Source: an optimization exercise on an open RTL-to-GDS flow (aim: small area). Production flows keep margins and buffers that such runs may drop. Function was checked by simulation only, so behaviour that the tests miss may differ from the original. Power and IR drop assume default switching activity.

--- config.mk ---
export PLATFORM = sky130hd
export DESIGN_NAME = ssdControl
export DESIGN_NICKNAME = ssdControl
export VERILOG_FILES = /design/flow/design.v
export SDC_FILE = /design/flow/constraint.sdc
export NUM_CORES = 4
export LEC_CHECK = 0
export CAP_MARGIN = 20
export CORE_MARGIN = 2
export CORE_UTILIZATION = 40
export SLEW_MARGIN = 20
--- constraint.sdc ---
create_clock -name core_clock -period 10.0 [get_ports {clk}]
set_input_delay 2.0000 -clock core_clock [delete_from_list [all_inputs] [get_ports {clk}]]
set_output_delay 2.0000 -clock core_clock [all_outputs]
set_load 0.01 [all_outputs]
--- design.v ---
`timescale 1ns / 1ps
module ssdControl(
    input clk, rst, BTNC, BTNL, BTNR, BTNU, BTND,
    input[3:0] pol1, pol2, thief1, thief2,
    output reg [6:0] ssd,
    output reg [7:0] AN,
    output reg [15:0] LED
    );
    reg [2:0] select;
    wire outClk, outClkSlow, outReset, outU, outR, outL, outD, sigD, sigU, sigL, sigR, sigReset;
    reg [3:0]  digit, t1, t2, p1, p2;
    reg [7:0] moveCount, minMoves;
    wire[7:0] decimalCount;
    reg wonGame, lostGame;
    wire tick1kHz, tick1Hz;
    task getDistance;
        input [3:0] p1, p2, t1, t2;
        output reg [7:0] distance;
        reg [3:0] xDiff, yDiff;
        begin
            xDiff  = t1 - p1;
            if(xDiff[3] == 1)
                xDiff = ~xDiff+1;  
            yDiff  = t2 - p2;
            if(yDiff[3] == 1)
                yDiff = ~yDiff+1;  
            distance = xDiff + yDiff;
        end
    endtask
    clkDivider ssdClk(.clk(clk), .rst(rst), .out_1kHz(outClk), .rise(tick1kHz));
    clkDivider2 ledClk(.clk(clk), .rst(rst), .outSig(outClkSlow), .rise(tick1Hz));
    bcd bcdDecoder(.number(moveCount), .tens(decimalCount[7:4]), .ones(decimalCount[3:0]));
    Filter #(.wd(16),.n(65535),.bound(64000)) resetButton(.clk(clk),.rst(rst),.data_in(BTNC), .data_out(outReset));
    Debouncer centerD(.clk(clk),.rst(rst),.sigIn(outReset),.sigOut(sigReset));
    Filter #(.wd(16),.n(65535),.bound(64000)) left(.clk(clk),.rst(rst),.data_in(BTNL), .data_out(outL));
    Debouncer leftD(.clk(clk),.rst(rst),.sigIn(outL),.sigOut(sigL));
    Filter #(.wd(16),.n(65535),.bound(64000)) right(.clk(clk),.rst(rst),.data_in(BTNR), .data_out(outR));
    Debouncer rightD(.clk(clk),.rst(rst),.sigIn(outR), .sigOut(sigR));
    Filter #(.wd(16),.n(65535),.bound(64000)) up(.clk(clk),.rst(rst),.data_in(BTNU), .data_out(outU));
    Debouncer upD(.clk(clk),.rst(rst),.sigIn(outU), .sigOut(sigU));
    Filter #(.wd(16),.n(65535),.bound(64000)) down(.clk(clk),.rst(rst),.data_in(BTND), .data_out(outD));
    Debouncer downD(.clk(clk),.rst(rst),.sigIn(outD), .sigOut(sigD));
    always@(posedge clk)
    begin
        if(rst)
            LED[15:0] <= {16{1'b0}};
        else if(!tick1Hz)
            LED[15:0] <= LED[15:0];
        else if(wonGame == 1)
            LED[15:0] <= ~LED[15:0];
        else
            LED[15:0] <= {15{1'b0}};
    end
    always@(posedge clk)
    begin
        if(rst)
        begin
            wonGame <= 0;
            lostGame <= 0;
            p1 <= 0;
            p2 <= 0;
            t1 <= 0;
            t2 <= 0;
            moveCount <= 0;
            minMoves <= 0;
        end
        else
        begin
        if((p1 == t1) && (p2 == t2) && moveCount < (minMoves+6))
        begin
            wonGame <= 1;
        end
        else if(moveCount >= (minMoves+5))
            lostGame <= 1;
        else
        begin
            wonGame <= 0;
            lostGame <= 0;
        end
        if(sigReset)     
        begin
            p1 <= pol1;
            p2 <= pol2;
            t1 <= thief1;
            t2 <= thief2;
            moveCount <= 0;
            getDistance(pol1, pol2, thief1, thief2, minMoves);  
        end
        else if(wonGame || lostGame)
        begin
            p1 <= p1;
            p2 <= p2;
            moveCount <= moveCount;
        end
        else if(sigL)     
        begin
            moveCount <= moveCount + 1;
            if(p1 != 4'b0000)
                p1 <= p1 - 1;
        end
        else if(sigR)     
        begin
            moveCount <= moveCount + 1;
            if(p1 != 4'b1111)
                p1 <= p1 + 1;
        end
        else if(sigU)     
        begin
            moveCount <= moveCount + 1;
            if(p2 != 4'b1111)
                p2 <= p2 + 1;
        end
        else if(sigD)     
        begin
            moveCount <= moveCount + 1;
            if(p2 != 4'b0000)
                p2 <= p2 - 1;
        end
        end
    end
    always@(posedge clk)
    begin
        if (rst)
            select <= 0;
        else if (!tick1kHz)
            select <= select;
        else if (outReset)
            select <= 0;
        else
            select <= select + 1;
    end
    always@(*)
    case(select)
    3'b000:
        begin
        digit <= p2;
        AN <= 8'b11101111;
    end
    3'b001:
    begin
        digit <= p1;
        AN <= 8'b11011111;
    end
    3'b010:
    begin
        digit <= t2;
        AN <= 8'b10111111;
    end
    3'b011:
    begin
        digit <= t1;
        AN <= 8'b01111111;
    end
    3'b100:
    begin
        digit <= decimalCount[7:4];
        AN <= 8'b11111101;
    end
    3'b101:
    begin
        digit <= decimalCount[3:0];
        AN <= 8'b11111110;
    end
    default:
    begin
        digit <= decimalCount[3:0];
        AN <= 8'b11111111;
    end
    endcase
    always @(posedge clk)
    if (rst)
      ssd <= 7'b0000000;
    else
    case (digit)
      4'b0000: ssd <= 7'b0000001;
      4'b0001: ssd <= 7'b1001111;
      4'b0010: ssd <= 7'b0010010;
      4'b0011: ssd <= 7'b0000110;
      4'b0100: ssd <= 7'b1001100;
      4'b0101: ssd <= 7'b0100100;
      4'b0110: ssd <= 7'b0100000;
      4'b0111: ssd <= 7'b0001111;
      4'b1000: ssd <= 7'b0000000;
      4'b1001: ssd <= 7'b0000100;
      4'b1010: ssd <= 7'b0001000;
      4'b1011: ssd <= 7'b1100000;
      4'b1100: ssd <= 7'b0110001;
      4'b1101: ssd <= 7'b1000010;
      4'b1110: ssd <= 7'b0110000;
      4'b1111: ssd <= 7'b0111000;
endcase   
endmodule
module clkDivider(
    input clk,
    input rst,
    output reg out_1kHz,
    output rise
    );
    reg [16:0] count_reg;
    assign rise = !(count_reg < 1000) && !out_1kHz;
    always @(posedge clk) begin
     if (rst) begin
        count_reg <= 0;
        out_1kHz <= 0;
     end
     else begin
        if (count_reg < 1000) 
        begin
            count_reg <= count_reg + 1;
        end 
        else begin
            count_reg <= 0;
            out_1kHz <= ~out_1kHz;
            end	
        end
    end
endmodule
module clkDivider2(
    input clk,
    input rst,
    output reg outSig,
    output rise
    );
    reg [27:0] count_reg;
    assign rise = !(count_reg < 500000) && !outSig;
    always @(posedge clk) begin
     if (rst) begin
        count_reg <= 0;
        outSig <= 0;
     end
     else begin
        if (count_reg < 500000) 
        begin
            count_reg <= count_reg + 1;
        end 
        else begin
            count_reg <= 0;
            outSig <= ~outSig;
            end	
        end
    end
endmodule
module Debouncer(
    input clk, rst, sigIn,
    output sigOut
);
    wire q;
    dff_resetless r1(.clk(clk), .rst(rst), .data(sigIn), .q(q));
    assign sigOut = sigIn & !q;
endmodule
module dff_resetless(
    input clk,
    input rst,
    input data, 
    output reg q
);
    always@(posedge clk)
    begin
        if (rst)
            q <= 1'b0;
        else
            q <= data;
    end
endmodule
module bcd(number, tens, ones);
   input  [7:0] number;
   output reg [3:0] tens;
   output reg [3:0] ones;
   reg [19:0] shift;
   integer i;
   always @(*)
   begin
      shift[19:8] = 0;
      shift[7:0] = number;
      for (i=0; i<8; i=i+1) begin
         if (shift[11:8] >= 5)
            shift[11:8] = shift[11:8] + 3;
         if (shift[15:12] >= 5)
            shift[15:12] = shift[15:12] + 3;
         shift = shift << 1;
      end
      tens     = shift[15:12];
      ones     = shift[11:8];
   end
endmodule
`timescale 1ns / 1ps
 module Filter(	
      clk,rst,data_in,
      data_out
);
 input clk,rst,data_in;
 output  data_out;
 parameter   wd=3;
 parameter   n=7;
 parameter   bound=5;
 reg holder;
 reg[wd-1:0] counter;
	always @(posedge clk)
		begin
			if(rst)
				begin
					counter <= {wd{1'b0}};
					holder <= 1'b0;
				end
			else
				begin
					if(data_in == 1'b1 && counter < n)
						counter <= counter + {{(wd-1){1'd0}},1'd1};
					else if(data_in == 1'b0 && counter > 0)	
						counter <= counter + {(wd){1'd1}};
					holder <= data_out;
				end
		end
    assign data_out		= (counter <= n-bound)? 1'b0:
						  (counter >= bound)? 1'b1 : holder;
endmodule
--- run.sh ---
#!/bin/bash
# synth_recipe.tcl (not shown) runs the flow's synth.tcl, then flattens the netlist and writes it again
# the make line also repeats each setting of config.mk as NAME=value (left out here)
make -C /OpenROAD-flow-scripts/flow DESIGN_CONFIG=/design/flow/config.mk WORK_HOME=/design/flow/orfs CLKGATE_MAP_FILE= SYNTH_SCRIPT=/design/flow/synth_recipe.tcl finish
==> results.toml <==
[synthesis]
synth_xor_area_frac = 0.09231
muxShareOfSynthArea = 0.02446
synth-simple-area-share = 0.1872
ys_seq_area_frac = 0.3044
async_reset_ff_frac = 0
synth-edff-count = 0
synth_cell_types = 85
avgSynthCellArea_um2 = 8.286
synthAdderAreaFrac = 0.1427
synth_top_family_by_area = "compound AO/OA/AOI/OAI gates"
ys_seq_elements = 189
netlist_instances = 1500
synth_warnings = 6
syn-cell-area_mm2 = 0.01243
synthFlopType = "dfxtp_1"
synth_compound_area_frac = 0.2069

[power_and_ir_drop]
vdd_drop_max_mv = 0.1139
powerDensity_mw_per_mm2 = 179.0
report.power.total_mw = 2.497
p_leak_nw = 5.917

[timing]
relSlewSlack = 0.3947
period_needed_ps = 7547
fin_crit_sh = 0.7547
hold_viol_final = 0
grt_setup_unrepaired = "false"
tightestPinTransition_ps = 907.1
finalMaxSlewViolations = 0
clock_skew_ps = 13.65
tns_ps = 0
fmax_mhz = 132.5
setup_viol = 0

[clocking]
post_cts_buffers = 0
h-tree-depth = 4
cts_made_buffers = 17
postCtsResizedCells = 0
clkTransAtPathRegs_ps = 70
holdBufCountCts = 0
clk_latency_ps = 450
clk_path_buf_depth = 2
clock-root-buffer = "clkbuf_16"
cts_num_sinks = 189
cts_tree = "built"

[cells_and_area]
largest_reg_flops = 28
nNetsFinal = 1698
layout_commonest_cell = "dfxtp_1"
post_route_cells_drive_above_1_share = 0.05344
syn_to_final_growth_pct = 12.24
num_antenna_cells = 0
layout_common_cells = "dfxtp_1, nor2_1, a21oi_1, ha_1, nand2_1"
finalNonFillerCells = 1949

[flow_run]
maxCapViolCount = 0

[setup_path]
cp_data_arrival_time_ps = 7890
critPathKind = "flop to flop"
critPathRequiredTime_ps = 10340
cpMaxStageDelayCell = "dfxtp_1"
cp-start-kind = "flop"
path_max_fanout = 11
end_kind = "flop"
cpPeakStageDelay_ps = 570
critPathBufInv = 4
cp_top_family = "compound AO/OA/AOI/OAI gates"
crit_top_cell = "ha_1"

[floorplanning]
initial_core_util = 0.4063
core_mm2 = 0.03059
die_area_mm2 = 0.03250
ios = 54
placementRows = 64
die_x_um = 180.3
die_h_um = 180.3

[global_route]
first_global_vias = 9965
grt.total_usage = 0.1702
grt_max_degree = 44
grt-ovfl-total = 0
grt_pass1_wl_mm = 46.82
antenna_found_initial = 0

[placed_design]
dpl.cell_count = 1917
io_buffers = 51
hpwl_mm = 20.37
gp_congestion = 0.8354

[detailed_routing]
routedWlPerCell_um = 14.12
dr.pass1.iters = 5
avgViaCountPerCell = 5.329
drc = 0
drtAntennaViolNets = 0
drt_iter0_markers = 464
wl_mm = 27.53
routed-via-count = 10390

[worst_hold_path]
hold_path_class = "flop to flop"

[status]
status = "finished clean"
synthesized netlist by cell type (5+ instances only):
cell,count,area share
a311oi_1,7,0.0049
o221ai_1,6,0.0042
nand3_1,44,0.018
nor4_1,17,0.0086
mux2i_1,21,0.017
xor2_1,61,0.043
nand2_1,92,0.028
o21ai_1,9,0.0036
a21o_1,30,0.018
inv_1,78,0.024
mux2_2,5,0.0045
buf_1,6,0.0018
nand4_1,25,0.013
or3_1,14,0.0070
o21ai_0,41,0.017
nor3_1,32,0.013
xnor2_1,70,0.049
nor2_1,178,0.054
o21a_1,14,0.0085
a31oi_1,8,0.0040
fa_1,10,0.016
ha_1,125,0.13
clkbuf_1,42,0.013
or4_1,6,0.0036
or2_2,16,0.0081
a41o_1,5,0.0040
a211oi_1,9,0.0054
dfxtp_1,189,0.30
o211ai_1,8,0.0048
o211a_1,6,0.0048
nor4b_1,6,0.0042
nor2b_1,9,0.0045
a21oi_1,171,0.069
nand2b_1,9,0.0045
o31ai_1,5,0.0030
o21bai_1,27,0.016
and3_1,13,0.0065
nand3b_1,5,0.0030
routing by layer:
metal	global-route usage	wire, µm
met2	0.2934	13220
met5	0	0
met3	0.02648	661
met4	0.05774	497
met1	0.2163	13150
where the power goes:
| group | internal (mW) | total [mW] | switching [mW] |
|---|---|---|---|
| clock network | 0.387 | 0.720 | 0.334 |
| registers | 0.852 | 0.943 | 0.0911 |
| logic | 0.392 | 0.833 | 0.441 |
logic make-up (layout without fill, tap and decap cells):
logic type                 Yosys count  after routing
AOI/OAI and AO/OA                  397            397
xor gates and xnor gates           131            131
adders and majority gates          136            136
buffers and inverters              133            170
DFF                                189            189
muxes                               28             28
other                                2             18
and+or+nand+nor                    484            484
worst paths after layout:
check,start,endpoint,slack (ps),cells after the start
setup / recovery,moveCount[5]$_SDFFE_PP0P_,ssd[3]$_SDFF_PP0_,2450,33
hold / removal,ssdClk.count_reg[9]$_SDFF_PP0_,ssdClk.count_reg[9]$_SDFF_PP0_,450,2
setup reg to reg,moveCount[5]$_SDFFE_PP0P_,ssd[3]$_SDFF_PP0_,2450,33
hold reg to reg,ssdClk.count_reg[9]$_SDFF_PP0_,ssdClk.count_reg[9]$_SDFF_PP0_,450,2
tightest hold or removal path, delay by kind of cell (launching register included):
| kind | cells | cell delay [ps] |
|---|---|---|
| AOI/OAI and AO/OA | 1 | 50 |
| buffers and inverters | 1 | 50 |
| DFF | 1 | 310 |
area by class of cell:
| type | instances | area (µm²) |
|---|---|---|
| tap | 396 | 495.5 |
| inverter | 79 | 296.5 |
| multi-input combinational | 1194 | 8194 |
| fill | 3010 | 16640 |
| timing repair buffer | 59 | 565.5 |
| clock buffer | 18 | 439.2 |
| clock inverter | 14 | 176.4 |
| sequential | 189 | 3784 |
per-stage QoR:
step,utilization,cell area [µm²],setup WS [ps],hold slack (ps)
2_1_floorplan,-,12490,3266,422.0
3_3_place_gp,0.4356,13330,2731,430.8
3_5_place_dp,0.4359,13340,2427,437.3
4_1_cts,0.4561,13950,2390,447.7
5_1_grt,0.4561,13950,1649,464.2
6_report,0.4561,13950,2453,445.1

port drivers added, routing unchanged:
Ports are ideal in the flow. The routed layout listed here was re-timed in OpenROAD.
Step 1 sets driving cells, clkbuf_16 on the clock port and buf_2 on the other inputs (assumed; they add their load-dependent delay and slew).
Step 2, shift: input delay + t, output delay - t, t = (earliest + latest rising clock arrival at the registers) / 2. This alone moves slack from input paths to output paths.
Slacks: ideal ports / drivers / drivers and shift; pairs: ideal ports / drivers.
t, ns: 0.490
setup WS [ns]: 2.453 / 2.453 / 2.453
hold WS [ns]: 0.445 / 0.445 / 0.445
worst data-port slew with drivers (ns): 0.05
After both steps this run still meets setup and hold. For this run, drivers alone change the setup slack by 0.000 ns; drivers and shift together by 0.000 ns.
